Source: an optimization exercise on an open RTL-to-GDS flow (aim: small area, a short achievable clock period and few clock cycles per item). Production flows keep margins and buffers that such runs may drop. RTL that was checked went through simulation tests only; none was proved equivalent to the original.

// DelayAndSum
module DelayAndSum (
        ap_clk,
        ap_rst_n,
        in1_real_TVALID,
        in1_imag_TVALID,
        in2_real_TVALID,
        in2_imag_TVALID,
        in3_real_TVALID,
        in3_imag_TVALID,
        in4_real_TVALID,
        in4_imag_TVALID,
        out_real_TREADY,
        out_imag_TREADY,
        in1_real_TDATA,
        in1_real_TREADY,
        in1_imag_TDATA,
        in1_imag_TREADY,
        in2_real_TDATA,
        in2_real_TREADY,
        in2_imag_TDATA,
        in2_imag_TREADY,
        in3_real_TDATA,
        in3_real_TREADY,
        in3_imag_TDATA,
        in3_imag_TREADY,
        in4_real_TDATA,
        in4_real_TREADY,
        in4_imag_TDATA,
        in4_imag_TREADY,
        out_real_TDATA,
        out_real_TVALID,
        out_real_TLAST,
        out_imag_TDATA,
        out_imag_TVALID,
        out_imag_TLAST,
        s_axi_control_AWVALID,
        s_axi_control_AWREADY,
        s_axi_control_AWADDR,
        s_axi_control_WVALID,
        s_axi_control_WREADY,
        s_axi_control_WDATA,
        s_axi_control_WSTRB,
        s_axi_control_ARVALID,
        s_axi_control_ARREADY,
        s_axi_control_ARADDR,
        s_axi_control_RVALID,
        s_axi_control_RREADY,
        s_axi_control_RDATA,
        s_axi_control_RRESP,
        s_axi_control_BVALID,
        s_axi_control_BREADY,
        s_axi_control_BRESP,
        interrupt
);
Settings: LEC_CHECK=0, CAP_MARGIN=20, CORE_MARGIN=2, CORE_UTILIZATION=30, CTS_CLUSTER_DIAMETER=150, CTS_CLUSTER_SIZE=16, PLACE_DENSITY=0.4, SLEW_MARGIN=20, SYNTH_HIERARCHICAL=1; clock period 14.0 ns.
standard.sh (not shown) runs the stock make flow with config.mk's settings and CLKGATE_MAP_FILE= SYNTH_SCRIPT=/design/flow/synth_recipe.tcl, a recipe that flattens the netlist after the stock synthesis.
==> flow/flow/run.sh <==
#!/bin/bash
set -uo pipefail
MARGIN=${MARGIN:-9.7}
bash standard.sh SETUP_SLACK_MARGIN=$MARGIN finish > standard_flow.log 2>&1
status=$?
exit $status
Testbench counts at the start, summed over its fixed seeds: cycles 9,292, items 8,192.
Change:
--- a/flow/design.v
+++ b/flow/design.v
@@ -11415,26 +11415,28 @@
 wire rvalid_n  = ~rst & (ar_full | (rvalid & ~s_axi_control_RREADY));
 always @(posedge ap_clk) begin
     ar_full <= ar_full_n;
     rvalid  <= rvalid_n;
     arready_r <= ap_rst_n & ~ar_full_n & ~rvalid_n;
     if (ar_hs) ar_addr <= s_axi_control_ARADDR;
 end
 reg started_d;
 always @(posedge ap_clk) started_d <= rst ? 1'b0 : started;
 wire go = started & ~started_d;
-wire wready;
+wire wready0;
+reg  wready;
+always @(posedge ap_clk) wready <= rst ? 1'b0 : wready0;
 DelayAndSum_weights eng (
     .clk(ap_clk), .rst(rst), .started(started),
     .wr_phi(wr_go & (aw_addr == 7'h14)), .wr_fc(wr_go & (aw_addr == 7'h1c)),
     .phi(phi), .fc(fc), .x0(xp[0]), .x1(xp[1]), .x2(xp[2]), .x3(xp[3]),
-    .wr(eng_wr), .wk(eng_k), .w(eng_w), .ready(wready)
+    .wr(eng_wr), .wk(eng_k), .w(eng_w), .ready(wready0)
 );
 wire [7:0]   tvalid = {in4_imag_TVALID, in4_real_TVALID, in3_imag_TVALID, in3_real_TVALID,
                        in2_imag_TVALID, in2_real_TVALID, in1_imag_TVALID, in1_real_TVALID};
 wire [127:0] tdata  = {in4_imag_TDATA, in4_real_TDATA, in3_imag_TDATA, in3_real_TDATA,
                        in2_imag_TDATA, in2_real_TDATA, in1_imag_TDATA, in1_real_TDATA};
 reg  [7:0]   trdy;
 reg  [7:0]   full;
 reg  [63:0]  bone, btwo, bneg;
 assign {in4_imag_TREADY, in4_real_TREADY, in3_imag_TREADY, in3_real_TREADY,
         in2_imag_TREADY, in2_real_TREADY, in1_imag_TREADY, in1_real_TREADY} = trdy;
@@ -11483,25 +11485,29 @@
         end
 end
 reg [25:0] prem;
 reg        pk_zero;
 wire last0 = ~pk_zero & (prem == 26'd0);
 always @(posedge ap_clk) begin
     pk_zero <= (pkt == 26'd0);
     if (~started) prem <= pkt - 26'd1;
     else if (fire) prem <= (prem == 26'd0) ? pkt - 26'd1 : prem - 26'd1;
 end
+reg [59:0] wc_q, ws_q;
+always @(posedge ap_clk) begin
+    wc_q <= {xp[3][14:0], xp[2][14:0], xp[1][14:0], xp[0][14:0]};
+    ws_q <= {xp[3][29:15], xp[2][29:15], xp[1][29:15], xp[0][29:15]};
+end
 wire [15:0] dre, dim;
 DelayAndSum_dp dp (
     .clk(ap_clk), .bone(bone), .btwo(btwo), .bneg(bneg), .inv(inv),
-    .wc({xp[3][14:0], xp[2][14:0], xp[1][14:0], xp[0][14:0]}),
-    .ws({xp[3][29:15], xp[2][29:15], xp[1][29:15], xp[0][29:15]}),
+    .wc(wc_q), .ws(ws_q),
     .ore(dre), .oim(dim)
 );
 reg v1, v2, l1, l2;
 always @(posedge ap_clk) begin
     if (rst) begin v1 <= 1'b0; v2 <= 1'b0; end
     else begin v1 <= fire; v2 <= v1; end
     l1 <= last0; l2 <= l1;
 end
 DelayAndSum_ofifo fre (.clk(ap_clk), .rst(rst), .push(v2), .din({l2, dre}),
     .ready(out_real_TREADY), .valid(out_real_TVALID), .dout({out_real_TLAST, out_real_TDATA}), .pop(pop_re));
After rerunning: Die area is higher by 1.9%; non-clock buffer count fell by 59; worst setup slack gets worse by 0.069 ns; core utilization stays flat; via count came out higher by 2.1%; maximum frequency is lower by 1.6%; critical path depth falls by 11.
Only the layout flow was run in the second run of this note; the RTL was not checked for function there.

==> re-timing with driven ports <==
Ports are ideal in the flow. The routed layouts listed here were re-timed in OpenROAD.
Step 1, drivers: a clkbuf_16 drives ap_clk and a buf_2 each remaining input, both assumed.
Step 2 adds t to the input delays and takes it off the output delays; t is the mean of the earliest and latest rising clock arrival at the registers after step 1. Input paths then give back, and output paths get back, about the clock's delay inside the block.
Slacks: no drivers / after step 1 / after step 2; pairs: no drivers / after step 1.
run	t (ns)	setup slack, ns	slew at the worst register clock pin (ns)	pins driven straight from the clock port
the first run	1.060	9.655 / 9.615 / 8.832	0.10 / 0.10	1
the second run	1.072	9.585 / 9.534 / 8.859	0.10 / 0.10	1
After both steps every run listed still meets setup and hold. The setup slack of the first run, which loses most, moves by -0.040 ns with the drivers and by -0.823 ns with both steps.
